Context: an optimization exercise on an open-source flow, tuned for small area. The choices shown serve that exercise and are no tape-out recipe.
The RTL was checked by simulation tests, not by an equivalence proof against the original design.
Power is estimated from default activity; no workload was simulated.

===== flow/run.sh =====
#!/bin/bash
# synth_recipe.tcl (not shown) runs the flow's synth.tcl, then flattens the netlist and writes it again
# the make line also repeats each setting of config.mk as NAME=value (left out here)
make -C /OpenROAD-flow-scripts/flow DESIGN_CONFIG=/design/flow/config.mk WORK_HOME=/design/flow/orfs CLKGATE_MAP_FILE= SYNTH_SCRIPT=/design/flow/synth_recipe.tcl finish

===== flow/constraint.sdc =====
create_clock -name core_clock -period 10.0 [get_ports {clk}]
set_input_delay 2.0000 -clock core_clock [delete_from_list [all_inputs] [get_ports {clk}]]
set_output_delay 2.0000 -clock core_clock [all_outputs]
set_load 0.01 [all_outputs]

===== flow/design.v =====
module AXI_AO8 (
    input  [7:0] a,
    input  [7:0] s,
    output       y
);
    assign y = |(a & s);
endmodule
module AXI_AO4 (
    input  [3:0] a,
    input  [3:0] s,
    output       y
);
    assign y = |(a & s);
endmodule
module AXI_LITE_PROJ #(
    parameter   ADDRESS     =   32,
    parameter   DATA_WIDTH  =   32
)
(
    input                   clk,
    input                   reset_n,
    input      [31:0]       C_ADRR,
    input      [31:0]       C_DATA,
    input                   C_VALID,
    input                   C_VALID_R,
    input      [31:0]       C_ADRR_R,
    output reg [31:0]       C_DATA_READ,
    input      [3:0 ]       C_STRB,
    output reg              READY_S
);
    genvar k, l, b;
    reg  [31:0] mem [0:7];
    reg  [2:0]  w_cnt;       
    reg  [4:0]  w_addr;      
    reg  [3:0]  w_en;        
    reg  [31:0] w_data;      
    wire        w_hi_zero = ~|C_ADRR[31:5];
    wire        w_hi_ones = &C_ADRR[31:5];
    wire [3:0]  w_ovf;
    assign w_ovf[0] = 1'b0;
    assign w_ovf[1] = &C_ADRR[4:0];
    assign w_ovf[2] = &C_ADRR[4:1];
    assign w_ovf[3] = &C_ADRR[4:2] & (C_ADRR[1] | C_ADRR[0]);
    wire [3:0]  w_inr = ({4{w_hi_zero}} & ~w_ovf) | ({4{w_hi_ones}} & w_ovf);
    wire        w_rotate = (w_cnt != 3'd0) & (w_cnt <= {1'b0, w_addr[1:0]});
    always @(posedge clk) begin
        if (!reset_n)
            w_cnt <= 3'd0;
        else if (C_VALID)
            w_cnt <= 3'd1;
        else if (w_cnt == 3'd6)
            w_cnt <= 3'd0;
        else if (w_cnt != 3'd0)
            w_cnt <= w_cnt + 3'd1;
    end
    always @(posedge clk)
        if (C_VALID)
            w_addr <= C_ADRR[4:0];
    always @(posedge clk) begin
        if (C_VALID) begin
            w_data <= C_DATA;
            w_en   <= C_STRB & w_inr;
        end else if (w_rotate) begin
            w_data <= {w_data[23:0], w_data[31:24]};
            w_en   <= {w_en[2:0], w_en[3]};
        end
    end
    wire        w_commit = (w_cnt == 3'd6);
    wire [7:0]  w_dec;
    generate
        for (k = 0; k < 8; k = k + 1) begin : wdec
            assign w_dec[k] = (w_addr[4:2] == k);
        end
        for (l = 0; l < 4; l = l + 1) begin : wlane
            wire       lo = (l < w_addr[1:0]);
            wire       go = w_commit & w_en[l];
            for (k = 0; k < 8; k = k + 1) begin : wword
                wire we = go & (lo ? w_dec[(k + 7) % 8] : w_dec[k]);
                always @(posedge clk)
                    if (we)
                        mem[k][8*l +: 8] <= w_data[8*l +: 8];
            end
        end
    endgenerate
    always @(posedge clk) begin
        if (!reset_n)
            READY_S <= 1'b0;
        else if (w_cnt == 3'd5)
            READY_S <= 1'b1;
    end
    reg  [2:0]  r_cnt;       
    reg  [4:0]  r_addr;      
    reg         r_wrap;      
    wire        r_hi_zero = ~|C_ADRR_R[31:5];
    wire        r_hi_ones = &C_ADRR_R[31:5];
    always @(posedge clk) begin
        if (!reset_n)
            r_cnt <= 3'd0;
        else if (C_VALID_R)
            r_cnt <= 3'd1;
        else if (r_cnt == 3'd5)
            r_cnt <= 3'd0;
        else if (r_cnt != 3'd0)
            r_cnt <= r_cnt + 3'd1;
    end
    always @(posedge clk) begin
        if (C_VALID_R) begin
            r_addr <= (r_hi_zero | r_hi_ones) ? C_ADRR_R[4:0] : 5'd0;
            r_wrap <= ~r_hi_zero;
        end
    end
    wire [3:0]  r_ovf;
    assign r_ovf[0] = 1'b0;
    assign r_ovf[1] = &r_addr[4:0];
    assign r_ovf[2] = &r_addr[4:1];
    assign r_ovf[3] = &r_addr[4:2] & (r_addr[1] | r_addr[0]);
    wire [3:0]  r_inr = r_wrap ? r_ovf : ~r_ovf;
    wire [7:0]  r_dec;
    wire [31:0] r_lane;
    generate
        for (k = 0; k < 8; k = k + 1) begin : rdec
            assign r_dec[k] = (r_addr[4:2] == k);
        end
        for (l = 0; l < 4; l = l + 1) begin : rlane
            wire       lo = (l < r_addr[1:0]);
            wire [7:0] sel = lo ? {r_dec[6:0], r_dec[7]} : r_dec;
            for (b = 0; b < 8; b = b + 1) begin : rbit
                AXI_AO8 mux (
                    .a ({mem[7][8*l+b], mem[6][8*l+b], mem[5][8*l+b], mem[4][8*l+b],
                         mem[3][8*l+b], mem[2][8*l+b], mem[1][8*l+b], mem[0][8*l+b]}),
                    .s (sel),
                    .y (r_lane[8*l+b])
                );
            end
        end
    endgenerate
    wire [31:0] r_data;
    generate
        for (k = 0; k < 4; k = k + 1) begin : rbyte
            wire [1:0] lane = r_addr[1:0] + k;
            wire [3:0] sel;
            for (l = 0; l < 4; l = l + 1) begin : rrot
                assign sel[l] = reset_n & r_inr[k] & (lane == l);
            end
            for (b = 0; b < 8; b = b + 1) begin : obit
                AXI_AO4 mux (
                    .a ({r_lane[24+b], r_lane[16+b], r_lane[8+b], r_lane[b]}),
                    .s (sel),
                    .y (r_data[8*k+b])
                );
            end
        end
    endgenerate
    always @(posedge clk)
        if (!reset_n || r_cnt == 3'd5)
            C_DATA_READ <= r_data;
endmodule

===== flow/config.mk =====
export PLATFORM = sky130hd
export DESIGN_NAME = AXI_LITE_PROJ
export DESIGN_NICKNAME = AXI_LITE_PROJ
export VERILOG_FILES = /design/flow/design.v
export SDC_FILE = /design/flow/constraint.sdc
export NUM_CORES = 4
export LEC_CHECK = 0
export CAP_MARGIN = 20
export CORE_MARGIN = 2
export CORE_UTILIZATION = 65
export CTS_BUF_LIST = sky130_fd_sc_hd__clkbuf_4
export PLACE_DENSITY = 0.75
export SLEW_MARGIN = 20
export SYNTH_HIERARCHICAL = 1

==> run notes, run 1 <==
status no timing/DRC/antenna violations; CP required ~11000 ps; top-count cell post-synth edfxtp_1; 1st-iter DRT viols 1167; CTS H-tree lvls 3; worst slew pin tran 1250 ps; largest net degree at the start of global routing 52; EDFF count, synth 335; core footprint 21000 um2; CTS tree yes; Synth Flop Type edfxtp_1; Seq cells post-synth approximately 340; logic gate share of total power 7.7%; r2r endpoint C_DATA_READ[27]$_DFFE_PP_; post-layout util 79.7%; area leader, netlist edfxtp_1; Commonest cells post-synth edfxtp_1 (335), a22oi_1 (193), nand2_1 (61); hold path depth 2; Die Wd 150 um; nets 1242; clk root buf clkbuf_4; Critical Path AT between 4000 and 5000 ps; switching fraction of total power between 20% and 30%; clock slew at reported path FFs 60 ps; HP Class reg2reg; largest stage delay on the critical path 1020 ps; cell internal pwr 0.00236 W; Setup TNS Final 0 ps; post-CTS sizing 0; layout cell share with drive strength beyond 1 16.3%; Via density 6.62; hold path start r_cnt[1]$_SDFFE_PP0P_; dominant cells by area after synthesis edfxtp_1 (72%), a22oi_1 (10%), mux2_2 (2.9%); DRT Pass-1 Iters 6; Yosys top cell area share 72.3%; Achievable Freq between 200 and 300 MHz; Synthesized Nets approximately 1.0k; cell area after layout approximately 17000 um2; total grt overflow 0; Tmin final roughly 3800 ps; Pwr Density 184 nW/um2; Slew Viols, Final 0; sequential area share after synthesis 73.3%; GP Congestion 0.945; GRT Util Overall 32.5%; maxcap violations 0; die span in y 150 um; cts hold-fix bufs 0; final setup fails 0; Avg Cell Area, Syn 15.3 um2; Cell Chain, Critical Path clkdlybuf4s50_1, nand2b_1, nor3_1, a22oi_1, nand2_1; post-CTS setup buffer count 0; Synth Instances 908; Slew HR 16.4%; clock sink count roughly 340; Worst Hold End r_cnt[1]$_SDFFE_PP0P_; Psw 0.000724 W; worst reg-to-reg path cell count 7; DRC Markers 0; Worst setup EP type register; Flop pwr share 55.3%; Peak VDD IR ~0.00012 V; I/O Buffers 136; Leakage 5.61 nW; via count 9699; CTS Buf Count 82; detailed-placement wirelength estimate roughly 25 mm; Yosys Warn Count 8; synth unique cells 39; Clock Power Share 37.0%; Die Area 22600 um2; mapped cell area 13900 um2; slowest CP cell nor3_1; Row Count 53; Setup CP Type in2reg; Clock Tree Buf Depth 3; Hold Fails Final Rpt 0; antenna violations before repair 2; Area growth syn-to-layout 20.5%; Area after DPL 15700 um2; element type at the critical path start input pin; Post-Route WL 35.9 mm; maximum fanout along the worst path 10; Ports 137; RSZ-0062 raised after global routing no; DRT antenna net count 0; vias in the first global route 9290; Clock Skews roughly 70 ps; Tcrit/Tclk final 37.6%; Worst R2R Start r_addr[1]$_SDFFCE_PN0P_; clk latency of the worst-skew pair 720 ps; Async SR Flop Fraction 0%; flop-to-flop setup slack roughly 6900 ps; Initial Utilization ~66%; first-pass GRT wire length 53.5 mm; WL per Instance about 25 um
how the worst max path moves through the flow:
stage	startpoint	slack [ps]	end
2_1_floorplan	C_VALID	6490	w_data[0]$_DFFE_PP_
3_3_place_gp	reset_n	5870	C_DATA_READ[27]$_DFFE_PP_
3_5_place_dp	reset_n	5770	C_DATA_READ[27]$_DFFE_PP_
4_1_cts	C_DATA_READ[23]$_DFFE_PP_	6340	C_DATA_READ[23]
5_1_grt	reset_n	6230	C_DATA_READ[27]$_DFFE_PP_
6_report	reset_n	6240	C_DATA_READ[27]$_DFFE_PP_
worst max-delay path, delay by kind of cell:
| kind | cells | cell delay [ps] |
|---|---|---|
| AOI/OAI and AO/OA | 1 | 190 |
| buffers and inverters | 1 | 670 |
| and+or+nand+nor | 3 | 1450 |
Yosys stat by module (local to each module, per instance):
module,area [um2],flops+latches,copies in the design,cells inside
AXI_AO4,18.8,0,32,3
AXI_AO8,36.3,0,32,5
AXI_LITE_PROJ,12100,342,1,652
registers in the layout, summed over array words and instances (netlist names), 3 cells and up:
| register | count |
|---|---|
| w_addr | 5 |
| r_cnt | 3 |
| r_addr | 5 |
| C_DATA_READ | 32 |
| w_en | 4 |
| w_data | 32 |
| w_cnt | 3 |
| mem | 256 |
power groups by stage:
stage,clock network [W],logic [W],registers (W)
after floorplan,0,0.000116,0.00170
after global placement,0,0.000227,0.00173
after detailed placement,0,0.000230,0.00173
after CTS,0.00116,0.000232,0.00170
after global routing,0.00123,0.000251,0.00171
final,0.00114,0.000237,0.00170
layer usage:
metal	GRT usage, %	share of wire [%]	vias to the layer above
li1	-	-	4238
met1	45.1	38	4609
met2	50.6	47	757
met3	7.00	12	93
met4	14.0	3.3	2
met5	0	0.036	-
layout by cell type (no fill, tap or decap), types with 5 or more instances in the layout:
master | synthesis | final
a22oi_1 | 193 | 193
nor3_1 | 22 | 19
buf_4 | 2 | 21
dfxtp_1 | 7 | 7
nand2b_1 | 14 | 14
a21boi_1 | 5 | 5
o21ai_0 | 11 | 10
nor4_1 | 14 | 14
nand3_1 | 12 | 12
nor2_1 | 54 | 54
nand4_1 | 48 | 48
clkinv_1 | 0 | 19
clkbuf_4 | 0 | 116
a21oi_1 | 10 | 9
ha_1 | 9 | 9
mux2i_1 | 6 | 6
clkdlybuf4s50_1 | 0 | 135
nand2_1 | 61 | 61
edfxtp_1 | 335 | 335
inv_1 | 14 | 14
mux2_2 | 36 | 36
logic make-up (layout without fill, tap and decap cells):
logic type	after synthesis	count (layout)	share of synthesized area [%]
mux	42	42	3.35
compound gates	228	228	12.0
xor+xnor	7	7	0.441
buf+inv	34	315	1.16
simple gates	246	246	8.92
flops	342	342	73.3
fa+ha+maj	9	9	0.810
other cells	0	1	0
area by class of cell:
class                   count  area [um2]
flip-flops and latches    342       10200
fillers                  1205        4270
diodes                      1        2.50
multi-input cells         532        3570
clock buffers             116         871
repair buffers            157        1510
well taps                 275         344
clock inverters            28         201
inverters                  14        52.6
through the flow:
stage	worst slack (ps)	std cells	power (W)	hold WS (ps)
final	6240	1465	0.00308	542
after global routing	6230	1465	0.00319	580
after CTS	6340	1464	0.00309	545
after detailed placement	5770	1320	0.00196	532
after global placement	5870	1320	0.00196	524
after floorplan	6490	908	0.00182	490
==> run 2, diff against run 1 <==
--- a/flow/config.mk
+++ b/flow/config.mk
@@ -10,3 +10,5 @@
 export CORE_UTILIZATION = 65
-export CTS_BUF_LIST = sky130_fd_sc_hd__clkbuf_4
+export CTS_BUF_LIST = sky130_fd_sc_hd__clkbuf_16
+export CTS_CLUSTER_DIAMETER = 100
+export CTS_CLUSTER_SIZE = 30
 export PLACE_DENSITY = 0.75
==> run 2 against run 1 <==
Compared with the run above: power decreased by 15%; core utilization decreased by 3.0 points; critical path type unchanged; sequential share of layout area increased by 2.4 points; fmax increased by 1.1%; non-clock buffer count increased by 1; clock-buffer cell count decreased by 101; still clean on timing, DRC and antenna; wire length decreased by 3.6%; setup slack improved by 42 ps.
==> run notes, run 2 <==
Leakage 5.22 nW (was 5.61 nW); Row Count 53 (unchanged); post-CTS setup buffer count 0 (unchanged); clk root buf clkbuf_16 (was clkbuf_4); clock sink count 342 (unchanged); RSZ-0062 raised after global routing no (unchanged); largest registers mem: 256 flops, C_DATA_READ: 32 flops, w_data: 32 flops (unchanged); Avg Cell Area, Syn 15.3 um2 (unchanged); Biggest register mem (unchanged); DR WL met3 4.16 mm (was 4.20 mm); Die Wd 150 um (unchanged); sequential area share after synthesis 73.3% (unchanged); worst slew pin tran 1080 ps (was 1250 ps); Met2 Wirelength 15.9 mm (was 16.9 mm); top-count cell post-synth edfxtp_1 (unchanged); worst reg-to-reg path cell count 7 (unchanged); CTS tree yes (unchanged); Async SR Flop Fraction 0% (unchanged); Setup CP Type in2reg (unchanged); Synth Flop Type edfxtp_1 (unchanged); Slew Viols, Final 0 (unchanged); CTS H-tree lvls 1 (was 3); Pwr Density 163 nW/um2 (was 184 nW/um2); CTS Buf Count 15 (was 82); largest stage delay on the critical path 820 ps (was 1020 ps); core footprint 21000 um2 (unchanged); Clock Skews 26.7 ps (was 69.1 ps); r2r endpoint C_DATA_READ[16]$_DFFE_PP_ (was C_DATA_READ[27]$_DFFE_PP_); Commonest cells post-synth edfxtp_1 (335), a22oi_1 (193), nand2_1 (61) (unchanged); Setup TNS Final 0 ps (unchanged); Yosys Warn Count 8 (unchanged); GP Congestion 0.945 (unchanged); layout cell share with drive strength beyond 1 8.03% (was 16.3%); Worst setup EP type register (unchanged); DRT Pass-1 Iters 6 (unchanged); Peak VDD IR 0.000125 V (was 0.000122 V); antenna violations before repair 1 (was 2); mapped cell area 13900 um2 (unchanged); Tmin final 3720 ps (was 3760 ps); Slew HR 27.8% (was 16.4%); Achievable Freq 269 MHz (was 266 MHz); Post-Route WL 34.6 mm (was 35.9 mm); Worst Hold End r_cnt[1]$_SDFFE_PP0P_ (unchanged); commonest non-fill, non-tap cell in the layout edfxtp_1 (unchanged); post-CTS sizing 0 (unchanged); flop-to-flop setup slack 6940 ps (was 6930 ps); detailed-route wire length on metal 1 13.2 mm (was 13.7 mm); DRC Markers 0 (unchanged); Die Area 22600 um2 (unchanged); vias in the first global route 8623 (was 9290); detailed-placement wirelength estimate 24.6 mm (unchanged); status no timing/DRC/antenna violations (unchanged); diodes inserted 0 (was 1); Hold Fails Final Rpt 0 (unchanged); 1st-iter DRT viols 1063 (was 1167); HP Class reg2reg (unchanged); maximum fanout along the worst path 10 (unchanged); Worst R2R Start r_addr[1]$_SDFFCE_PN0P_ (unchanged); commonest non-fill, non-tap cells in the layout edfxtp_1 (335), a22oi_1 (193), clkdlybuf4s50_1 (135), nand2_1 (61), nor2_1 (54) (was edfxtp_1 (335), a22oi_1 (193), clkdlybuf4s50_1 (135), clkbuf_4 (116), nand2_1 (61)); first-pass GRT wire length 51.3 mm (was 53.5 mm); maxcap violations 0 (unchanged); Via density 6.87 (was 6.62); GRT Util Overall 31.1% (was 32.5%); cts hold-fix bufs 0 (unchanged); CP required 10360 ps (was 10540 ps); EDFF count, synth 335 (unchanged); cell area after layout 16100 um2 (was 16800 um2); hold path depth 2 (unchanged); post-layout util 76.7% (was 79.7%); WL per Instance 25.7 um (was 24.5 um); Initial Utilization 66.2% (unchanged); nets 1176 (was 1242); clk latency of the worst-skew pair 510 ps (was 720 ps); max FFs per register 256 (unchanged); DRT antenna net count 0 (unchanged); area leader, netlist edfxtp_1 (unchanged); Area after DPL 15700 um2 (unchanged); clock slew at reported path FFs 110 ps (was 60 ps); Cell Chain, Critical Path clkdlybuf4s50_1, nand2b_1, nor3_1, a22oi_1, nand2_1 (unchanged); element type at the critical path start input pin (unchanged); Synth Instances 908 (unchanged); Ports 137 (unchanged); Synthesized Nets 1021 (unchanged); Area growth syn-to-layout 15.9% (was 20.5%); I/O Buffers 136 (unchanged); total grt overflow 0 (unchanged); Seq cells post-synth 342 (unchanged); Hold Slack 553 ps (was 542 ps); Clock Tree Buf Depth 3 (unchanged); hold path start r_cnt[1]$_SDFFE_PP0P_ (unchanged); power consumption 0.00262 W (was 0.00308 W); Top Layer Used met5 (unchanged); slowest CP cell nor3_1 (unchanged); dominant cells by area after synthesis edfxtp_1 (72%), a22oi_1 (10%), mux2_2 (2.9%) (unchanged); die span in y 150 um (unchanged); Tcrit/Tclk final 37.2% (was 37.6%); largest net degree at the start of global routing 52 (unchanged); final setup fails 0 (unchanged); synth unique cells 39 (unchanged); via count 9241 (was 9699); Critical Path AT 4090 ps (was 4310 ps); Yosys top cell area share 72.3% (unchanged)
-- run 2: where the power goes --
part	total [W]	leakage, nW	internal (W)	switching (W)
clock	0.000688	0.243	0.000283	0.000404
combinational	0.000235	1.82	0.000102	0.000133
sequential	0.00170	3.17	0.00164	0.0000636
total	0.00262	5.22	0.00202	0.000601
-- run 2: layer usage --
layer  vias to the layer above  GRT usage [%]
li1                       4024              -
met1                      4424           44.4
met2                       698           48.3
met3                        93           5.85
met4                         2           12.0
met5                         -              0
-- run 2: final cells by class --
cell class                      instances  area (um2)
Sequential cell                       342       10200
Fill cell                            1251        4910
Multi-Input combinational cell        532        3570
Timing Repair Buffer                  158        1520
Clock buffer                           15         375
Tap cell                              275         344
Clock inverter                         10        53.8
Inverter                               14        52.6
-- run 2: cell families after synthesis --
logic type,Yosys count,synth area share [%]
DFF,342,73.3
xor gates and xnor gates,7,0.441
buffers and inverters,34,1.16
muxes,42,3.35
and+or+nand+nor,246,8.92
adders and majority gates,9,0.810
AOI/OAI and AO/OA,228,12.0
-- run 2: worst max path at each step --
| stage | start | to | slack, ps | cells past startpoint |
|---|---|---|---|---|
| final | reset_n | C_DATA_READ[8]$_DFFE_PP_ | 6280 | 5 |
| after global placement | reset_n | C_DATA_READ[27]$_DFFE_PP_ | 5870 | 5 |
| after global routing | reset_n | C_DATA_READ[7]$_DFFE_PP_ | 6080 | 5 |
| after CTS | reset_n | C_DATA_READ[27]$_DFFE_PP_ | 6290 | 5 |
| after detailed placement | reset_n | C_DATA_READ[27]$_DFFE_PP_ | 5770 | 5 |
| after floorplan | C_VALID | w_data[0]$_DFFE_PP_ | 6490 | 3 |
-- run 2: through the flow --
step	setup WS [ps]	cells
after CTS	6290	1345
final	6280	1346
after detailed placement	5770	1320
after global placement	5870	1320
after floorplan	6490	908
after global routing	6080	1346
-- run 2: per-module statistics from Yosys, one instance, submodules excluded --
| module | cells | flip-flops and latches |
|---|---|---|
| AXI_AO4 | 3 | 0 |
| AXI_AO8 | 5 | 0 |
| AXI_LITE_PROJ | 652 | 342 |
-- run 2: critical path: cells and delay by family --
| family | cells | cell delay [ps] |
|---|---|---|
| AND/OR/NAND/NOR | 3 | 1230 |
| buffers and inverters | 1 | 670 |
| AO/OA/AOI/OAI | 1 | 190 |
==> run 3, diff against run 2 <==
==> flow/flow/run.sh (new file) <==
#!/bin/bash
cp standard.sh standard.sh.log
export BUFFER_PORTS_ARGS="-buffer_cell sky130_fd_sc_hd__buf_1"
export CTS_ARGS="-sink_clustering_enable -repair_clock_nets -buf_list sky130_fd_sc_hd__clkbuf_16 -dont_use_dummy_load -sink_clustering_size 30 -sink_clustering_max_diameter 100"
bash standard.sh > standard.log 2>&1
==> flow/standard.sh (new file) <==
#!/bin/bash
# synth_recipe.tcl (not shown) runs the flow's synth.tcl, then flattens the netlist and writes it again
# the make line also repeats each setting of config.mk as NAME=value (left out here)
make -C /OpenROAD-flow-scripts/flow DESIGN_CONFIG=/design/flow/config.mk WORK_HOME=/design/flow/orfs CLKGATE_MAP_FILE= SYNTH_SCRIPT=/design/flow/synth_recipe.tcl "${@:-finish}"
--- a/flow/config.mk
+++ b/flow/config.mk
@@ -10,5 +10,2 @@
 export CORE_UTILIZATION = 65
-export CTS_BUF_LIST = sky130_fd_sc_hd__clkbuf_16
-export CTS_CLUSTER_DIAMETER = 100
-export CTS_CLUSTER_SIZE = 30
 export PLACE_DENSITY = 0.75
removed: flow/run.sh
==> run 3 against run 2 <==
Compared with the run above: cell area down 5.6%; combinational power down 14%; global-route usage down 0.40 points; first-iteration DRC count up 17%; die area unchanged; via count down 1.2%; power down 2.2%; synthesized cell count unchanged; sequential share of layout area up 3.8 points; hold slack worse by 19 ps; sequential power about the same; register-to-register slack worse by 190 ps.
==> run notes, run 3 <==
Row Count 53 (unchanged); main combinational cell family by area after synthesis compound AO/OA/AOI/OAI gates (unchanged); Worst R2R Start r_addr[1]$_SDFFCE_PN0P_ (unchanged); Die Area 22600 um2 (unchanged); DRC Markers 0 (unchanged); clk latency of the worst-skew pair 520 ps (was 510 ps); Pwr Density 169 nW/um2 (was 163 nW/um2); die span in y 150 um (unchanged); Async SR Flop Fraction 0% (unchanged); first-pass GRT wire length 51.0 mm (was 51.3 mm); dominant cells by area after synthesis edfxtp_1 (72%), a22oi_1 (10%), mux2_2 (2.9%) (unchanged); total grt overflow 0 (unchanged); cts hold-fix bufs 0 (unchanged); switching fraction of total power 23.0% (was 22.9%); Area growth syn-to-layout 9.36% (was 15.9%); antenna violations before repair 1 (unchanged); final setup fails 0 (unchanged); Setup CP Type in2reg (unchanged); Tmin final 3450 ps (was 3720 ps); commonest non-fill, non-tap cells in the layout edfxtp_1 (335), a22oi_1 (193), buf_1 (135), nand2_1 (61), nor2_1 (54) (was edfxtp_1 (335), a22oi_1 (193), clkdlybuf4s50_1 (135), nand2_1 (61), nor2_1 (54)); diodes inserted 0 (unchanged); Leakage 4.80 nW (was 5.22 nW); cell internal pwr 0.00198 W (was 0.00202 W); Seq cells post-synth 342 (unchanged); mapped cell area 13900 um2 (unchanged); CP required 10340 ps (was 10360 ps); Hold Fails Final Rpt 0 (unchanged); delay-heaviest family, CP simple AND/OR/NAND/NOR gates (unchanged); detailed-placement wirelength estimate 24.2 mm (was 24.6 mm); Clock Power Share 25.8% (was 26.2%); hold path start r_cnt[1]$_SDFFE_PP0P_ (unchanged); post-CTS sizing 0 (unchanged); Clock Tree Buf Depth 3 (unchanged); GRT Util Overall 30.7% (was 31.1%); Commonest cells post-synth edfxtp_1 (335), a22oi_1 (193), nand2_1 (61) (unchanged); I/O Buffers 136 (unchanged); clock slew at reported path FFs 110 ps (about the same); largest stage delay on the critical path 870 ps (was 820 ps); Synth Flop Type edfxtp_1 (unchanged); Synth Area in Adders 0.810% (unchanged); post-synthesis compound-gate area fraction 12.0% (unchanged); commonest non-fill, non-tap cell in the layout edfxtp_1 (unchanged); XOR/XNOR share of the synthesized area 0.441% (unchanged); slowest CP cell nor3_1 (unchanged); logic gate share of total power 7.8% (was 9.0%); Initial Utilization 66.2% (unchanged); sequential area share after synthesis 73.3% (unchanged); GP Congestion 0.942 (was 0.945); core footprint 21000 um2 (unchanged); nets 1174 (was 1176); DRT Pass-1 Iters 6 (unchanged); via count 9131 (was 9241); DRT antenna net count 0 (unchanged); Achievable Freq 290 MHz (was 269 MHz); largest net degree at the start of global routing 52 (unchanged); Synthesized Nets 1021 (unchanged); Slew Viols, Final 0 (unchanged); area leader, netlist edfxtp_1 (unchanged); CTS Buf Count 15 (unchanged); top-count cell post-synth edfxtp_1 (unchanged); Via density 6.84 (was 6.87); Cell Chain, Critical Path buf_1, nand2b_1, nor3_1, a22oi_1, nand2_1 (was clkdlybuf4s50_1, nand2b_1, nor3_1, a22oi_1, nand2_1); WL per Instance 25.7 um (about the same); CTS tree yes (unchanged); vias in the first global route 8532 (was 8623); worst slew pin tran 1230 ps (was 1080 ps); Clock Skews 56.6 ps (was 26.7 ps); Avg Cell Area, Syn 15.3 um2 (unchanged); Yosys Warn Count 8 (unchanged); status no timing/DRC/antenna violations (unchanged); Slew HR 17.8% (was 27.8%); Flop pwr share 66.3% (was 64.8%); Tcrit/Tclk final 34.5% (was 37.2%); flop-to-flop setup slack 6750 ps (was 6940 ps); synth unique cells 39 (unchanged); Hold Slack 534 ps (was 553 ps); CTS H-tree lvls 1 (unchanged); origin of the worst setup path reset_n (unchanged); Critical Path AT 3800 ps (was 4090 ps); maxcap violations 0 (unchanged); max FFs per register 256 (unchanged); Worst setup EP type register (unchanged); Setup TNS Final 0 ps (unchanged); Area after DPL 14800 um2 (was 15700 um2); Post-Synth Simple-Gate Area 8.92% (unchanged); Yosys top cell area share 72.3% (unchanged); largest registers mem: 256 flops, C_DATA_READ: 32 flops, w_data: 32 flops (unchanged); RSZ-0062 raised after global routing no (unchanged); clk root buf clkbuf_16 (unchanged); HP Class reg2reg (unchanged); layout cell share with drive strength beyond 1 7.93% (was 8.03%); Post-Route WL 34.3 mm (was 34.6 mm); Peak VDD IR 0.000120 V (was 0.000125 V); 1st-iter DRT viols 1244 (was 1063); cell area after layout 15200 um2 (was 16100 um2); Ports 137 (unchanged); element type at the critical path start input pin (unchanged); buffers and inverters on the worst path 1 (unchanged); EDFF count, synth 335 (unchanged); Psw 0.000589 W (was 0.000601 W); post-CTS setup buffer count 0 (unchanged); multiplexer share of the synthesized area 3.35% (unchanged); clock sink count 342 (unchanged); maximum fanout along the worst path 10 (unchanged); Biggest register mem (unchanged); Synth Instances 908 (unchanged); Die Wd 150 um (unchanged)
## run 3: path summary, 6_finish.rpt
path	endpoint	cells after the start
worst max-delay path	C_DATA_READ[24]$_DFFE_PP_	5
worst min-delay path	r_cnt[1]$_SDFFE_PP0P_	2
worst max register to register	C_DATA_READ[24]$_DFFE_PP_	7
worst min register to register	r_cnt[1]$_SDFFE_PP0P_	2
## run 3: area by class of cell
cell class              count  area (um2)
fillers                  1350        5810
clock buffers              15         375
repair buffers            156         662
flip-flops and latches    342       10200
inverters                  14        52.6
multi-input cells         532        3580
well taps                 275         344
## run 3: layer usage
metal  up-vias  track usage (%)  routed length [um]
li1       4009                -                   -
met1      4327             44.8               13300
met2       703             48.6               16000
met3        90             4.64                3850
met4         2             9.76                1160
met5         -                0                  12
## run 3: modules after synthesis (local to each module, per instance)
module / times used / flops+latches / area [um2] / cells inside
AXI_LITE_PROJ: 1 / 342 / 12100 / 652
AXI_AO8: 32 / 0 / 36.3 / 5
AXI_AO4: 32 / 0 / 18.8 / 3
## run 3: kinds of logic after synthesis
group,after synthesis
flops,342
simple gates,246
buf+inv,34
mux,42
compound gates,228
xor+xnor,7
fa+ha+maj,9
## run 3: worst register-to-register path: stages, from the launching register on
cell      delay (ps)
edfxtp_1         760
nand2_1          450
xor2_1           400
nor2_1           270
a22oi_1          270
nand4_1          400
a22oi_1          330
nand2_1           90
## run 3: power groups by stage
stage               sequential [W]  combinational [W]  clock (W)
floorplan                  0.00170           0.000116          0
global placement           0.00173           0.000192          0
detailed placement         0.00173           0.000195          0
CTS                        0.00170           0.000196   0.000668
global route               0.00171           0.000216   0.000709
finish                     0.00170           0.000201   0.000663
## run 3: per-stage QoR
stage | power, W | util (%) | setup WS, ps | std cells
after floorplan | 0.00182 | - | 6490 | 908
after global placement | 0.00192 | 70.5 | 6270 | 1319
after detailed placement | 0.00193 | 70.5 | 6190 | 1319
after CTS | 0.00256 | 72.3 | 6680 | 1334
after global routing | 0.00263 | 72.4 | 6420 | 1334
final | 0.00257 | 72.4 | 6550 | 1334
==> run 4, diff against run 3 <==
--- a/flow/design.v
+++ b/flow/design.v
@@ -1 +1,27 @@
+module AXI_AOI222 (
+    input  [2:0] a,
+    input  [2:0] b,
+    output       y
+);
+    assign y = ~|(a & b);
+endmodule
+module AXI_AOI22 (
+    input  [1:0] a,
+    input  [1:0] b,
+    output       y
+);
+    assign y = ~|(a & b);
+endmodule
+module AXI_NAND3 (
+    input  [2:0] a,
+    output       y
+);
+    assign y = ~&a;
+endmodule
+module AXI_NAND2 (
+    input  [1:0] a,
+    output       y
+);
+    assign y = ~&a;
+endmodule
 module AXI_AO8 (
@@ -5,3 +31,7 @@
 );
-    assign y = |(a & s);
+    wire [2:0] n;
+    AXI_AOI222 g0 (.a(a[2:0]), .b(s[2:0]), .y(n[0]));
+    AXI_AOI222 g1 (.a(a[5:3]), .b(s[5:3]), .y(n[1]));
+    AXI_AOI22  g2 (.a(a[7:6]), .b(s[7:6]), .y(n[2]));
+    AXI_NAND3  g3 (.a(n), .y(y));
 endmodule
@@ -12,3 +42,6 @@
 );
-    assign y = |(a & s);
+    wire [1:0] n;
+    AXI_AOI22 g0 (.a(a[1:0]), .b(s[1:0]), .y(n[0]));
+    AXI_AOI22 g1 (.a(a[3:2]), .b(s[3:2]), .y(n[1]));
+    AXI_NAND2 g2 (.a(n), .y(y));
 endmodule
@@ -44,3 +77,5 @@
     wire [3:0]  w_inr = ({4{w_hi_zero}} & ~w_ovf) | ({4{w_hi_ones}} & w_ovf);
-    wire        w_rotate = (w_cnt != 3'd0) & (w_cnt <= {1'b0, w_addr[1:0]});
+    wire        w_rotate = (w_cnt == 3'd1 && w_addr[1:0] != 2'd0) ||
+                           (w_cnt == 3'd2 && w_addr[1]) ||
+                           (w_cnt == 3'd3 && w_addr[1:0] == 2'd3);
     always @(posedge clk) begin
@@ -50,6 +85,11 @@
             w_cnt <= 3'd1;
-        else if (w_cnt == 3'd6)
-            w_cnt <= 3'd0;
-        else if (w_cnt != 3'd0)
-            w_cnt <= w_cnt + 3'd1;
+        else
+            case (w_cnt)
+                3'd1:    w_cnt <= 3'd2;
+                3'd2:    w_cnt <= 3'd3;
+                3'd3:    w_cnt <= 3'd4;
+                3'd4:    w_cnt <= 3'd5;
+                3'd5:    w_cnt <= 3'd6;
+                default: w_cnt <= 3'd0;
+            endcase
     end
@@ -100,6 +140,10 @@
             r_cnt <= 3'd1;
-        else if (r_cnt == 3'd5)
-            r_cnt <= 3'd0;
-        else if (r_cnt != 3'd0)
-            r_cnt <= r_cnt + 3'd1;
+        else
+            case (r_cnt)
+                3'd1:    r_cnt <= 3'd2;
+                3'd2:    r_cnt <= 3'd3;
+                3'd3:    r_cnt <= 3'd4;
+                3'd4:    r_cnt <= 3'd5;
+                default: r_cnt <= 3'd0;
+            endcase
     end
@@ -139,6 +183,5 @@
         for (k = 0; k < 4; k = k + 1) begin : rbyte
-            wire [1:0] lane = r_addr[1:0] + k;
             wire [3:0] sel;
             for (l = 0; l < 4; l = l + 1) begin : rrot
-                assign sel[l] = reset_n & r_inr[k] & (lane == l);
+                assign sel[l] = reset_n & r_inr[k] & (r_addr[1:0] == ((l - k) & 3));
             end
==> flow/flow/run.sh (replaced) <==
#!/bin/bash
# The standard layout (standard.sh), with these changes:
#  - synthesis is the standard flow's (synth_recipe.tcl on ORFS's synth.tcl), except that
#    ABC maps the combinational logic with an area-oriented script
#    (flow/abc_area.script); registers are mapped exactly as before
#  - port buffers use the smallest buffer cell (sky130_fd_sc_hd__buf_1)
#  - the clock tree is built from clkbuf_16 in sink clusters of up to 30,
#    without dummy loads
# Each tool's output goes to the logs under orfs/logs; make's to flow.log.
set -euo pipefail
here=$(pwd)

sed "s#log_cmd abc {\*}\$abc_args#log_cmd abc -script $here/flow/abc_area.script {*}[lrange \$abc_args 2 end]#" \
    "$FLOW_HOME/scripts/synth.tcl" > my_synth.tcl
grep -q "abc_area.script" my_synth.tcl
sed "s#source \$::env(SCRIPTS_DIR)/synth.tcl#source $here/my_synth.tcl#" synth_recipe.tcl > my_synth_recipe.tcl
grep -q "my_synth.tcl" my_synth_recipe.tcl
sed "s#SYNTH_SCRIPT=$here/synth_recipe.tcl#SYNTH_SCRIPT=$here/my_synth_recipe.tcl#" standard.sh > my_standard.sh
grep -q "my_synth_recipe.tcl" my_standard.sh

export BUFFER_PORTS_ARGS="-buffer_cell sky130_fd_sc_hd__buf_1"
export CTS_ARGS="-sink_clustering_enable -repair_clock_nets -buf_list sky130_fd_sc_hd__clkbuf_16 -dont_use_dummy_load -sink_clustering_size 30 -sink_clustering_max_diameter 100"
bash my_standard.sh > flow.log 2>&1
==> flow/flow/abc_area.script (new file) <==
strash
dch
amap
topo
==> run 4 against run 3 <==
Compared with the run above: combinational power fell by about 10%; clock power barely moved; first-iteration DRC count rose by 14%; largest power group unchanged; critical path depth fell by 1; critical path type unchanged; critical endpoint is now w_en[1]$_DFFE_PP_.
==> run notes, run 4 <==
nets 1101 (was 1174); origin of the worst setup path C_VALID (was reset_n); Synthesized Nets 923 (was 1021); Pwr Density 170 nW/um2 (was 169 nW/um2); detailed-placement wirelength estimate 24.9 mm (was 24.2 mm); clock sink count 342 (unchanged); synth unique cells 30 (was 39); area of the multi-input gates 3000 um2 (was 3580 um2); Async SR Flop Fraction 0% (unchanged); Post-Route WL 34.5 mm (was 34.3 mm); commonest non-fill, non-tap cell in the layout edfxtp_1 (unchanged); Slew Viols, Final 0 (unchanged); Worst setup EP type register (unchanged); element type at the critical path start input pin (unchanged); Area growth syn-to-layout 10.7% (was 9.36%); delay-heaviest family, CP buffers and inverters (was simple AND/OR/NAND/NOR gates); Worst R2R Start r_addr[1]$_SDFFCE_PN0P_ (unchanged); Commonest cells post-synth edfxtp_1 (335), a22oi_1 (96), a222oi_1 (65) (was edfxtp_1 (335), a22oi_1 (193), nand2_1 (61)); Ports 137 (unchanged); Biggest register mem (unchanged); Clock Tree Buf Depth 3 (unchanged); Die Wd 147 um (was 150 um); DRT antenna net count 0 (unchanged); fillcell total 1302 (was 1350); Seq. cell area 10200 um2 (unchanged); clock slew at reported path FFs 110 ps (about the same); Setup TNS Final 0 ps (unchanged); GP Congestion 0.961 (was 0.942); largest net degree at the start of global routing 42 (was 52); Avg Cell Area, Syn 16.3 um2 (was 15.3 um2); WL per Instance 27.3 um (was 25.7 um); CTS tree yes (unchanged); final setup fails 0 (unchanged); Seq cells post-synth 342 (unchanged); layout cell share with drive strength beyond 1 5.33% (was 7.93%); RSZ-0062 raised after global routing no (unchanged); commonest non-fill, non-tap cells in the layout edfxtp_1 (335), buf_1 (135), a22oi_1 (96), a222oi_1 (65) (was edfxtp_1 (335), a22oi_1 (193), buf_1 (135), nand2_1 (61), nor2_1 (54)); mapped cell area 13400 um2 (was 13900 um2); CP required 10160 ps (was 10340 ps); Cell Chain, Critical Path clkbuf_2, inv_2, nand2_1, buf_4 (was buf_1, nand2b_1, nor3_1, a22oi_1, nand2_1); Via density 7.20 (was 6.84); Synth Flop Type edfxtp_1 (unchanged); Initial Utilization 66.2% (about the same); CTS Buf Count 15 (unchanged); cts hold-fix bufs 0 (unchanged); Yosys Warn Count 8 (unchanged); Yosys top cell area share 75.3% (was 72.3%); CTS H-tree lvls 1 (unchanged); Hold Fails Final Rpt 0 (unchanged); 1st-iter DRT viols 1414 (was 1244); DRC Markers 0 (unchanged); Setup CP Type in2reg (unchanged); Slew HR 23.7% (was 17.8%); Die Area 21700 um2 (was 22600 um2); pre-CTS setup slack 4790 ps (was 6190 ps); post-CTS sizing 0 (unchanged); core footprint 20200 um2 (was 21000 um2); clk root buf clkbuf_16 (unchanged); Row Count 52 (was 53); max FFs per register 256 (unchanged); total grt overflow 0 (unchanged); I/O Buffers 136 (unchanged); maximum fanout along the worst path 41 (was 10); slowest CP cell clkbuf_2 (was nor3_1); sequential area share after synthesis 76.4% (was 73.3%); vias in the first global route 8646 (was 8532); largest registers mem: 256 flops, C_DATA_READ: 32 flops, w_data: 32 flops (unchanged); DRT Pass-1 Iters 9 (was 6); Peak VDD IR 0.000220 V (was 0.000120 V); dominant cells by area after synthesis edfxtp_1 (75%), a22oi_1 (5.4%), a222oi_1 (4.9%) (was edfxtp_1 (72%), a22oi_1 (10%), mux2_2 (2.9%)); die span in y 147 um (was 150 um); Tmin final 3920 ps (was 3450 ps); Achievable Freq 255 MHz (was 290 MHz); top-count cell post-synth edfxtp_1 (unchanged); setup ws final 6080 ps (was 6550 ps); area leader, netlist edfxtp_1 (unchanged); diodes inserted 0 (unchanged); via count 9104 (was 9131); clk latency of the worst-skew pair 520 ps (about the same); Synth Instances 818 (was 908); post-CTS setup buffer count 0 (unchanged); worst slew pin tran 1140 ps (was 1230 ps); status no timing/DRC/antenna violations (unchanged); EDFF count, synth 335 (unchanged); Tcrit/Tclk final 39.2% (was 34.5%); GRT Util Overall 31.6% (was 30.7%); maxcap violations 0 (unchanged); Leakage 4.64 nW (was 4.80 nW); first-pass GRT wire length 50.9 mm (was 51.0 mm); Critical Path AT 4080 ps (was 3800 ps); HP Class reg2reg (unchanged); antenna violations before repair 0 (was 1); buffers and inverters on the worst path 3 (was 1); Clock Skews 55.5 ps (was 56.6 ps); largest stage delay on the critical path 620 ps (was 870 ps); hold path start READY_S$_SDFFE_PN0N_ (was r_cnt[1]$_SDFFE_PP0P_)
run 4: where the power goes:
part	switching, W	internal [W]	leakage [nW]
logic	0.000127	0.0000541	1.29
clock network	0.000390	0.000272	0.185
registers	0.0000525	0.00162	3.17
total	0.000570	0.00195	4.64
run 4: layer usage:
metal / up-vias / global-route usage, % / wire (um)
li1: 3918 / - / -
met1: 4428 / 44.6 / 12500
met2: 660 / 51.0 / 16600
met3: 98 / 4.13 / 3810
met4: 0 / 12.8 / 1630
met5: - / 0 / 0
run 4: Yosys stat by module (local to each module, per instance), excerpt:
module	area, um2	flops+latches	cells	copies in the design
AXI_AOI222	10.0	0	1	64
AXI_NAND2	3.75	0	1	32
AXI_LITE_PROJ	11700	342	594	1
AXI_AOI22	7.51	0	1	96
AXI_NAND3	5.00	0	1	32
run 4: layout make-up:
type	count	area share [%]
Sequential cell	342	69.0
Multi-Input combinational cell	435	20.3
Timing Repair Buffer	170	5.05
Clock buffer	15	2.54
Tap cell	270	2.29
Inverter	32	0.812
run 4: cell families (layout without fill, tap and decap cells):
logic type / count (synthesis) / count (layout) / share of synthesized area, %
AO/OA/AOI/OAI: 257 / 257 / 15.9
buffers and inverters: 41 / 217 / 1.15
flip-flops: 342 / 342 / 76.4
adder cells (fa/ha/maj): 1 / 1 / 0.0937
AND/OR/NAND/NOR: 177 / 177 / 6.48
run 4: worst register-to-register path, stage by stage (launching register included):
cell,delay [ps]
edfxtp_1,670
clkinv_1,450
nor2_1,580
clkinv_1,460
o22ai_1,730
a222oi_1,270
nand3_1,270
a22oi_1,150
nand2_1,130
run 4: metrics by stage:
step | instances | util (%) | hold slack (ps) | cell area [um2] | power (W)
3_5_place_dp | 1249 | 71.4 | 492 | 14400 | 0.00188
5_1_grt | 1264 | 73.3 | 586 | 14800 | 0.00258
4_1_cts | 1264 | 73.3 | 535 | 14800 | 0.00251
3_3_place_gp | 1241 | 71.2 | 486 | 14400 | 0.00187
2_1_floorplan | 818 | - | 505 | 13400 | 0.00177
6_report | 1264 | 73.3 | 545 | 14800 | 0.00252
run 4: final timing paths:
| check | slack (ps) | to | cells past startpoint |
|---|---|---|---|
| worst min-delay path | 550 | READY_S$_SDFFE_PN0N_ | 2 |
| worst max register to register | 6140 | C_DATA_READ[0]$_DFFE_PP_ | 8 |
| worst min register to register | 550 | READY_S$_SDFFE_PN0N_ | 2 |
| worst max-delay path | 6080 | w_en[1]$_DFFE_PP_ | 4 |
==> run 5, diff against run 4 <==
--- a/flow/design.v
+++ b/flow/design.v
@@ -25,2 +25,30 @@
     assign y = ~&a;
+endmodule
+module AXI_AO5 (
+    input        h,
+    input        q,
+    input  [3:0] a,
+    input  [3:0] s,
+    output       y
+);
+    wire [1:0] n;
+    AXI_AOI222 g0 (.a({q, a[1:0]}), .b({h, s[1:0]}), .y(n[0]));
+    AXI_AOI22  g1 (.a(a[3:2]), .b(s[3:2]), .y(n[1]));
+    AXI_NAND2  g2 (.a(n), .y(y));
+endmodule
+module AXI_AO222 (
+    input  [2:0] a,
+    input  [2:0] b,
+    output       y
+);
+    wire n;
+    AXI_AOI222 g0 (.a(a), .b(b), .y(n));
+    assign y = ~n;
+endmodule
+module AXI_AO22 (
+    input  [1:0] a,
+    input  [1:0] b,
+    output       y
+);
+    assign y = |(a & b);
 endmodule
@@ -36,12 +64,2 @@
     AXI_NAND3  g3 (.a(n), .y(y));
-endmodule
-module AXI_AO4 (
-    input  [3:0] a,
-    input  [3:0] s,
-    output       y
-);
-    wire [1:0] n;
-    AXI_AOI22 g0 (.a(a[1:0]), .b(s[1:0]), .y(n[0]));
-    AXI_AOI22 g1 (.a(a[3:2]), .b(s[3:2]), .y(n[1]));
-    AXI_NAND2 g2 (.a(n), .y(y));
 endmodule
@@ -99,10 +117,18 @@
     always @(posedge clk) begin
-        if (C_VALID) begin
-            w_data <= C_DATA;
-            w_en   <= C_STRB & w_inr;
-        end else if (w_rotate) begin
-            w_data <= {w_data[23:0], w_data[31:24]};
-            w_en   <= {w_en[2:0], w_en[3]};
-        end
-    end
+        if (C_VALID)
+            w_en <= C_STRB & w_inr;
+        else if (w_rotate)
+            w_en <= {w_en[2:0], w_en[3]};
+    end
+    wire        w_hold = ~C_VALID & ~w_rotate;
+    wire        w_rot  = ~C_VALID & w_rotate;
+    wire [31:0] w_prev = {w_data[23:0], w_data[31:24]};
+    wire [31:0] w_next;
+    generate
+        for (b = 0; b < 32; b = b + 1) begin : wd
+            AXI_AO222 g (.a({w_data[b], w_prev[b], C_DATA[b]}), .b({w_hold, w_rot, C_VALID}), .y(w_next[b]));
+        end
+    endgenerate
+    always @(posedge clk)
+        w_data <= w_next;
     wire        w_commit = (w_cnt == 3'd6);
@@ -117,6 +143,10 @@
             for (k = 0; k < 8; k = k + 1) begin : wword
-                wire we = go & (lo ? w_dec[(k + 7) % 8] : w_dec[k]);
+                wire we  = go & (lo ? w_dec[(k + 7) % 8] : w_dec[k]);
+                wire nwe = ~we;
+                wire [7:0] next;
+                for (b = 0; b < 8; b = b + 1) begin : mb
+                    AXI_AO22 g (.a({mem[k][8*l+b], w_data[8*l+b]}), .b({nwe, we}), .y(next[b]));
+                end
                 always @(posedge clk)
-                    if (we)
-                        mem[k][8*l +: 8] <= w_data[8*l +: 8];
+                    mem[k][8*l +: 8] <= next;
             end
@@ -180,2 +210,4 @@
     endgenerate
+    wire        r_take = reset_n & (r_cnt == 3'd5);
+    wire        r_hold = reset_n & (r_cnt != 3'd5);
     wire [31:0] r_data;
@@ -185,6 +217,8 @@
             for (l = 0; l < 4; l = l + 1) begin : rrot
-                assign sel[l] = reset_n & r_inr[k] & (r_addr[1:0] == ((l - k) & 3));
+                assign sel[l] = r_take & r_inr[k] & (r_addr[1:0] == ((l - k) & 3));
             end
             for (b = 0; b < 8; b = b + 1) begin : obit
-                AXI_AO4 mux (
+                AXI_AO5 mux (
+                    .h (r_hold),
+                    .q (C_DATA_READ[8*k+b]),
                     .a ({r_lane[24+b], r_lane[16+b], r_lane[8+b], r_lane[b]}),
@@ -197,4 +231,3 @@
     always @(posedge clk)
-        if (!reset_n || r_cnt == 3'd5)
-            C_DATA_READ <= r_data;
-endmodule
+        C_DATA_READ <= r_data;
+endmodule
==> run 5 against run 4 <==
Compared with the run above: still clean on timing, DRC and antenna; core utilization fell by 0.37 points; final cell count rose by 25%; non-clock buffer count fell by 14; largest power group unchanged; cell area fell by 4.3%.
==> run notes, run 5 <==
Achievable Freq 213 MHz (was 255 MHz); clock sink count 342 (unchanged); power consumption 0.00225 W (was 0.00252 W); Pwr Density 159 nW/um2 (was 170 nW/um2); max FFs per register 256 (unchanged); I/O Buffers 136 (unchanged); largest registers mem: 256 flops, C_DATA_READ: 32 flops, w_data: 32 flops (unchanged); CTS tree yes (unchanged); die span in y 144 um (was 147 um); CP required 10390 ps (was 10160 ps); largest net degree at the start of global routing 47 (was 42); pre-CTS setup slack 4990 ps (was 4790 ps); Hold Fails Final Rpt 0 (unchanged); commonest non-fill, non-tap cells in the layout dfxtp_1 (327), a22o_1 (256), buf_1 (135), a222oi_1 (129), clkinv_1 (103) (was edfxtp_1 (335), buf_1 (135), a22oi_1 (96), a222oi_1 (65)); nets 1418 (was 1101); final setup fails 0 (unchanged); status no timing/DRC/antenna violations (unchanged); clk latency of the worst-skew pair 510 ps (was 520 ps); DRT antenna net count 0 (unchanged); via count 11.7k (was 9104); Ports 137 (unchanged); diodes inserted 0 (unchanged); post-CTS sizing 0 (unchanged); total grt overflow 0 (unchanged); WL per Instance 25.4 um (was 27.3 um); antenna violations before repair 0 (unchanged); CTS Buf Count 15 (unchanged); Post-Route WL 40.0 mm (was 34.5 mm); RSZ-0062 raised after global routing no (unchanged); Yosys Warn Count 8 (unchanged); Worst setup EP type register (unchanged); GRT Util Overall 37.0% (was 31.6%); Tmin final 4700 ps (was 3920 ps); Setup TNS Final 0 ps (unchanged); Tcrit/Tclk final 47.0% (was 39.2%); Peak VDD IR 0.000129 V (was 0.000220 V); area leader, netlist dfxtp_1 (was edfxtp_1); Slew Viols, Final 0 (unchanged); maximum fanout along the worst path 46 (was 41); vias in the first global route 10.2k (was 8646); Slew HR 20.8% (was 23.7%); Synth Instances 1149 (was 818); DRC Markers 0 (unchanged); Initial Utilization 66.0% (was 66.2%); first-pass GRT wire length 59.1 mm (was 50.9 mm); synth unique cells 26 (was 30); HP Class reg2reg (unchanged); Biggest register mem (unchanged); Critical Path AT 5090 ps (was 4080 ps); GR Layer Usage met1 53.6% (was 44.6%); Commonest cells post-synth dfxtp_1 (327), a22o_1 (256), a222oi_1 (129) (was edfxtp_1 (335), a22oi_1 (96), a222oi_1 (65)); detailed-placement wirelength estimate 27.6 mm (was 24.9 mm); CTS H-tree lvls 1 (unchanged); dominant cells by area after synthesis dfxtp_1 (51%), a22o_1 (18%), a222oi_1 (10%) (was edfxtp_1 (75%), a22oi_1 (5.4%), a222oi_1 (4.9%)); clk root buf clkbuf_16 (unchanged); Row Count 51 (was 52); sequential area share after synthesis 54.7% (was 76.4%); Setup CP Type in2reg (unchanged); Clock Skews 45.6 ps (was 55.5 ps); post-CTS setup buffer count 0 (unchanged); Yosys top cell area share 51.2% (was 75.3%); M2 GR Usage 56.1% (was 51.0%); maxcap violations 0 (unchanged); Synth Flop Type dfxtp_1 (was edfxtp_1); cts hold-fix bufs 0 (unchanged); Die Area 20800 um2 (was 21700 um2); core footprint 19400 um2 (was 20200 um2); top-count cell post-synth dfxtp_1 (was edfxtp_1); Clock Tree Buf Depth 3 (unchanged); post-layout util 72.9% (was 73.3%); commonest non-fill, non-tap cell in the layout dfxtp_1 (was edfxtp_1); Die Wd 144 um (was 147 um); Async SR Flop Fraction 0% (unchanged); DRT Pass-1 Iters 14 (was 9); gr busiest metal met2 (unchanged); 1st-iter DRT viols 2033 (was 1414); Via density 7.41 (was 7.20); worst slew pin tran 1180 ps (was 1140 ps); setup ws final 5300 ps (was 6080 ps); Seq cells post-synth 342 (unchanged); Avg Cell Area, Syn 11.1 um2 (was 16.3 um2); Synthesized Nets 1254 (was 923); met3 Use GR 7.52% (was 4.13%); clock slew at reported path FFs 120 ps (was 110 ps); GP Congestion 0.966 (was 0.961); layout cell share with drive strength beyond 1 3.13% (was 5.33%); Area growth syn-to-layout 10.6% (was 10.7%); element type at the critical path start input pin (unchanged); EDFF count, synth 15 (was 335); Leakage 5.07 nW (was 4.64 nW); mapped cell area 12800 um2 (was 13400 um2)
-- run 5: report_power, final --
group          switching (W)  internal (W)
Clock               0.000405      0.000273
Sequential         0.0000719       0.00139
Combinational      0.0000732     0.0000323
Total               0.000550       0.00170
-- run 5: worst max-delay path: stages --
cell      delay, ps
clkbuf_2        770
clkinv_1        360
nand2_1         260
clkinv_1        850
a222oi_1        690
clkinv_1        120
-- run 5: routing by layer --
metal | part of all wire [%] | wire length, um
met4 | 3.4 | 1360
met1 | 40 | 16000
met2 | 44 | 17600
met3 | 12 | 5000
met5 | 0 | 0
-- run 5: layout make-up --
type / instances / area (um2)
repair buffers: 156 / 662
flip-flops and latches: 342 / 7000
inverters: 103 / 387
fillers: 1480 / 5250
multi-input cells: 695 / 5400
well taps: 265 / 332
clock buffers: 15 / 375
-- run 5: cells by family (layout without fill, tap and decap cells) --
group	count (synthesis)	after routing	synth area share (%)
buffers and inverters	112	274	3.29
AND/OR/NAND/NOR	180	180	6.81
AO/OA/AOI/OAI	514	514	35.1
flip-flops	342	342	54.7
adder cells (fa/ha/maj)	1	1	0.0978
-- run 5: per-stage QoR --
stage	hold slack (ps)	area (um2)	instances
6_report	485	14100	1576
5_1_grt	503	14100	1576
4_1_cts	486	14100	1575
3_5_place_dp	459	13800	1560
3_3_place_gp	457	13800	1560
2_1_floorplan	447	12800	1149
-- run 5: final timing paths --
check | start | to | slack [ps] | cells after the start
max | C_VALID | w_data[12]$_DFF_P_ | 5300 | 6
min reg2reg | READY_S$_SDFFE_PN0N_ | READY_S$_SDFFE_PN0N_ | 490 | 2
min | READY_S$_SDFFE_PN0N_ | READY_S$_SDFFE_PN0N_ | 490 | 2
max reg2reg | r_addr[3]$_SDFFCE_PN0P_ | C_DATA_READ[12]$_DFF_P_ | 6050 | 8
-- run 5: per-module statistics from Yosys, one instance, submodules excluded, a selection --
module	times used	cells inside
AXI_AO22	256	1
AXI_AO222	32	1
AXI_AOI22	64	1
AXI_AOI222	128	1
AXI_LITE_PROJ	1	605
AXI_NAND2	32	1
AXI_NAND3	32	1
==> run 6, diff against run 5 <==
--- a/flow/design.v
+++ b/flow/design.v
@@ -113,13 +113,20 @@
     end
-    always @(posedge clk)
-        if (C_VALID)
-            w_addr <= C_ADRR[4:0];
-    always @(posedge clk) begin
-        if (C_VALID)
-            w_en <= C_STRB & w_inr;
-        else if (w_rotate)
-            w_en <= {w_en[2:0], w_en[3]};
-    end
     wire        w_hold = ~C_VALID & ~w_rotate;
     wire        w_rot  = ~C_VALID & w_rotate;
+    wire        w_keep = ~C_VALID;
+    wire [4:0]  w_addr_next;
+    wire [3:0]  w_en_next;
+    wire [3:0]  w_en_in = C_STRB & w_inr;
+    generate
+        for (b = 0; b < 5; b = b + 1) begin : wa
+            AXI_AO22 g (.a({w_addr[b], C_ADRR[b]}), .b({w_keep, C_VALID}), .y(w_addr_next[b]));
+        end
+        for (b = 0; b < 4; b = b + 1) begin : wenb
+            AXI_AO222 g (.a({w_en[b], w_en[(b + 3) % 4], w_en_in[b]}), .b({w_hold, w_rot, C_VALID}), .y(w_en_next[b]));
+        end
+    endgenerate
+    always @(posedge clk) begin
+        w_addr <= w_addr_next;
+        w_en   <= w_en_next;
+    end
     wire [31:0] w_prev = {w_data[23:0], w_data[31:24]};
@@ -140,7 +147,13 @@
         for (l = 0; l < 4; l = l + 1) begin : wlane
-            wire       lo = (l < w_addr[1:0]);
-            wire       go = w_commit & w_en[l];
+            wire       lo    = (l < w_addr[1:0]);
+            wire       go_hi = w_commit & w_en[l] & ~lo;
+            wire       go_lo = w_commit & w_en[l] & lo;
             for (k = 0; k < 8; k = k + 1) begin : wword
-                wire we  = go & (lo ? w_dec[(k + 7) % 8] : w_dec[k]);
-                wire nwe = ~we;
+                wire nwe;
+                if (l == 3) begin : hi
+                    AXI_NAND2 g (.a({go_hi, w_dec[k]}), .y(nwe));
+                end else begin : both
+                    AXI_AOI22 g (.a({go_lo, go_hi}), .b({w_dec[(k + 7) % 8], w_dec[k]}), .y(nwe));
+                end
+                wire we = ~nwe;
                 wire [7:0] next;
@@ -179,7 +192,15 @@
     end
-    always @(posedge clk) begin
-        if (C_VALID_R) begin
-            r_addr <= (r_hi_zero | r_hi_ones) ? C_ADRR_R[4:0] : 5'd0;
-            r_wrap <= ~r_hi_zero;
-        end
+    wire        r_keep = ~C_VALID_R;
+    wire        r_load = C_VALID_R & (r_hi_zero | r_hi_ones);
+    wire [4:0]  r_addr_next;
+    wire        r_wrap_next;
+    generate
+        for (b = 0; b < 5; b = b + 1) begin : ra
+            AXI_AO22 g (.a({r_addr[b], C_ADRR_R[b]}), .b({r_keep, r_load}), .y(r_addr_next[b]));
+        end
+    endgenerate
+    AXI_AO22 r_wrap_g (.a({r_wrap, ~r_hi_zero}), .b({r_keep, C_VALID_R}), .y(r_wrap_next));
+    always @(posedge clk) begin
+        r_addr <= r_addr_next;
+        r_wrap <= r_wrap_next;
     end
==> run 6 against run 5 <==
Compared with the run above: still clean on timing, DRC and antenna; core utilization down 0.24 points; synthesized cell count up 0.70%; sequential share of layout area shrank 0.74 points; first-iteration DRC count shrank 12%; hold slack better by 10 ps; cell area decreased by 0.65%; wire length down 1.8%; via count down 1.1%; clock power barely moved; critical endpoint is now w_en[3]$_DFF_P_.
==> run notes, run 6 <==
largest registers mem: 256 flops, C_DATA_READ: 32 flops, w_data: 32 flops (unchanged); clk latency of the worst-skew pair 510 ps (about the same); maxcap violations 0 (unchanged); GP Congestion 0.961 (was 0.966); DRT Pass-1 Iters 13 (was 14); pre-CTS setup slack 5620 ps (was 4990 ps); I/O Buffers 136 (unchanged); Commonest cells post-synth dfxtp_1 (342), a22o_1 (267), a222oi_1 (133) (was dfxtp_1 (327), a22o_1 (256), a222oi_1 (129)); Critical Path AT 4340 ps (was 5090 ps); Worst Hold End mem[6][10]$_DFF_P_ (was READY_S$_SDFFE_PN0N_); largest stage delay on the critical path 540 ps (was 850 ps); post-CTS setup buffer count 0 (unchanged); Initial Utilization 65.7% (was 66.0%); detailed-placement wirelength estimate 28.0 mm (was 27.6 mm); CTS tree yes (unchanged); element type at the critical path start input pin (unchanged); Area growth syn-to-layout 10.6% (about the same); via count 11.6k (was 11.7k); Tmin final 3940 ps (was 4700 ps); CP required 10400 ps (was 10390 ps); commonest non-fill, non-tap cells in the layout dfxtp_1 (342), a22o_1 (267), buf_1 (135), a222oi_1 (133), clkinv_1 (100) (was dfxtp_1 (327), a22o_1 (256), buf_1 (135), a222oi_1 (129), clkinv_1 (103)); Async SR Flop Fraction 0% (unchanged); Pwr Density 156 nW/um2 (was 159 nW/um2); cell area after layout 14100 um2 (about the same); maximum fanout along the worst path 4 (was 46); post-CTS sizing 0 (unchanged); DRT antenna net count 0 (unchanged); Slew Viols, Final 0 (unchanged); Setup TNS Final 0 ps (unchanged); dominant cells by area after synthesis dfxtp_1 (54%), a22o_1 (18%), a222oi_1 (10%) (was dfxtp_1 (51%), a22o_1 (18%), a222oi_1 (10%)); Yosys Warn Count 8 (unchanged); CTS Buf Count 15 (unchanged); Tcrit/Tclk final 39.4% (was 47.0%); commonest non-fill, non-tap cell in the layout dfxtp_1 (unchanged); slowest CP cell nor4_1 (was clkinv_1); r2r endpoint C_DATA_READ[8]$_DFF_P_ (was C_DATA_READ[12]$_DFF_P_); Setup CP Type in2reg (unchanged); diodes inserted 0 (unchanged); Synth Flop Type dfxtp_1 (unchanged); Die Area 20700 um2 (was 20800 um2); hold path start mem[6][10]$_DFF_P_ (was READY_S$_SDFFE_PN0N_); layout cell share with drive strength beyond 1 3.04% (was 3.13%); RSZ-0062 raised after global routing no (unchanged); Avg Cell Area, Syn 11.0 um2 (was 11.1 um2); Seq cells post-synth 342 (unchanged); CTS H-tree lvls 1 (unchanged); Worst R2R Start r_addr[2]$_DFF_P_ (was r_addr[3]$_SDFFCE_PN0P_); Yosys top cell area share 53.9% (was 51.2%); Biggest register mem (unchanged); Area after DPL 13700 um2 (was 13800 um2); WL per Instance 24.8 um (was 25.4 um); largest net degree at the start of global routing 46 (was 47); clk root buf clkbuf_16 (unchanged); CP most frequent cell or4_1 (was clkinv_1); Achievable Freq 254 MHz (was 213 MHz); HP Class reg2reg (unchanged); sequential area share after synthesis 53.9% (was 54.7%); mapped cell area 12700 um2 (was 12800 um2); final setup fails 0 (unchanged); Ports 137 (unchanged); flop-to-flop setup slack 6230 ps (was 6050 ps); top-count cell post-synth dfxtp_1 (unchanged); 1st-iter DRT viols 1796 (was 2033); EDFF count, synth 0 (was 15); Leakage 5.09 nW (was 5.07 nW); total grt overflow 0 (unchanged); Post-Route WL 39.2 mm (was 40.0 mm); Row Count 51 (unchanged); Clock Skews 48.9 ps (was 45.6 ps); max FFs per register 256 (unchanged); DRC Markers 0 (unchanged); area leader, netlist dfxtp_1 (unchanged); Synth Instances 1157 (was 1149); status no timing/DRC/antenna violations (unchanged); vias in the first global route 10.6k (was 10.2k); die span in y 144 um (about the same); Peak VDD IR 0.000145 V (was 0.000129 V); fillcell total 1467 (was 1480); setup ws final 6060 ps (was 5300 ps); Clock Tree Buf Depth 3 (unchanged); clock sink count 342 (unchanged); hold path depth 1 (was 2); Via density 7.31 (was 7.41); first-pass GRT wire length 59.5 mm (was 59.1 mm); Worst setup EP type register (unchanged); Hold Fails Final Rpt 0 (unchanged); Cell Chain, Critical Path buf_1, or4_1, or4_1, or3_1, nor4_1, o221a_1, a222oi_1, clkinv_1 (was clkbuf_2, clkinv_1, nand2_1, clkinv_1, a222oi_1, clkinv_1); Slew HR 23.7% (was 20.8%); Die Wd 144 um (about the same); nets 1423 (was 1418); worst slew pin tran 1140 ps (was 1180 ps); cts hold-fix bufs 0 (unchanged); core footprint 19300 um2 (was 19400 um2); synth unique cells 28 (was 26); worst reg-to-reg path cell count 8 (unchanged); Synthesized Nets 1262 (was 1254); GRT Util Overall 37.0% (about the same); clock slew at reported path FFs 100 ps (was 120 ps); antenna violations before repair 0 (unchanged)
-- run 6: area by class of cell --
cell class                      count  area, um2  share of cell area, %
Clock buffer                       15        375                   2.67
Tap cell                          265        332                   2.36
Sequential cell                   342       6850                   48.7
Multi-Input combinational cell    706       5490                   39.0
Timing Repair Buffer              153        639                   4.55
Inverter                          100        375                   2.67
-- run 6: cell families after synthesis --
kind of cell               count (synthesis)  synth area share, %
AOI/OAI and AO/OA                        526                 36.1
adders and majority gates                  1               0.0984
buffers and inverters                    109                 3.22
DFF                                      342                 53.9
and+or+nand+nor                          179                 6.71
-- run 6: stage by stage --
step / utilization, % / power [W] / hold slack, ps / instances
2_1_floorplan: - / 0.00148 / 451 / 1157
3_3_place_gp: 70.7 / 0.00155 / 466 / 1565
3_5_place_dp: 70.7 / 0.00155 / 470 / 1565
4_1_cts: 72.6 / 0.00219 / 496 / 1580
5_1_grt: 72.7 / 0.00225 / 504 / 1581
6_report: 72.7 / 0.00220 / 496 / 1581
-- run 6: per-module statistics from Yosys, one instance, submodules excluded, a selection --
module	cells	cell area [um2]	flops+latches
AXI_AO22	1	8.76	0
AXI_AO222	1	3.75	0
AXI_AOI22	1	7.51	0
AXI_NAND3	1	5.00	0
AXI_NAND2	1	3.75	0
AXI_LITE_PROJ	562	7950	342
AXI_AOI222	1	10.0	0
-- run 6: critical path, delay by kind of cell --
family          cells  cell delay, ps
simple gates        4            1780
compound gates      2             390
buf+inv             2             170
-- run 6: worst max path at each step --
stage                     startpoint                endpoint  slack, ps  depth (start not counted)
after CTS                 C_ADRR[25]         w_en[1]$_DFF_P_       6100                          8
after floorplan           C_ADRR[25]         w_en[1]$_DFF_P_       5990                          7
final                     C_ADRR[25]         w_en[3]$_DFF_P_       6060                          8
after global placement       reset_n  C_DATA_READ[0]$_DFF_P_       5680                          7
after detailed placement  C_ADRR[25]         w_en[1]$_DFF_P_       5620                          8
after global routing      C_ADRR[25]         w_en[1]$_DFF_P_       5920                          8
-- run 6: metal layers --
layer  vias to the layer above  part of all wire [%]  routed length, um  GRT usage [%]
met3                        85                    10               4090           7.43
met2                       694                    46              18200           59.5
met4                         0                   3.3               1290           12.7
li1                       5194                     -                  -              -
met1                      5579                    40              15700           49.8
met5                         -                     0                  0              0
-- run 6: power breakdown --
group	leakage, nW	switching (W)	internal (W)	total, W
Sequential	2.77	0.0000651	0.00138	0.00145
Clock	0.185	0.000401	0.000273	0.000674
Combinational	2.13	0.0000468	0.0000300	0.0000769

-- afterwards: timing with drivers on the ports --
In the flow no input, the clock included, has a driving cell. The finished layouts below were timed again as built, in two steps. Step 1: set_driving_cell puts a clkbuf_16 on clk and a buf_2 on each other input, an assumption about the parent block. Step 2 times the ports against the registers' clock, not the clock port: input delays grow and output delays shrink by t, the midpoint of the rising clock arrivals with the driver on. Three values: ideal ports, drivers, drivers and shift; two values: the first two.
run | t (ns) | setup WS [ns] | hold WS [ns] | clock arrival spread, ns
run 1 | 0.724 | 6.235 / 6.253 / 5.529 | 0.542 / 0.542 / 0.542 | 0.071 / 0.071
run 2 | 0.546 | 6.277 / 6.303 / 5.757 | 0.553 / 0.553 / 0.553 | 0.028 / 0.028
run 3 | 0.542 | 6.548 / 6.572 / 6.030 | 0.534 / 0.534 / 0.534 | 0.058 / 0.058
run 4 | 0.537 | 6.083 / 6.102 / 5.565 | 0.545 / 0.545 / 0.545 | 0.055 / 0.056
run 5 | 0.539 | 5.297 / 5.328 / 4.789 | 0.485 / 0.485 / 0.485 | 0.047 / 0.046
run 6 | 0.530 | 6.059 / 6.084 / 5.554 | 0.496 / 0.496 / 0.496 | 0.049 / 0.049
After both steps every run listed still meets setup and hold. The setup slack of run 1, which loses most, moves by +0.018 ns with the drivers and by -0.706 ns with both steps.
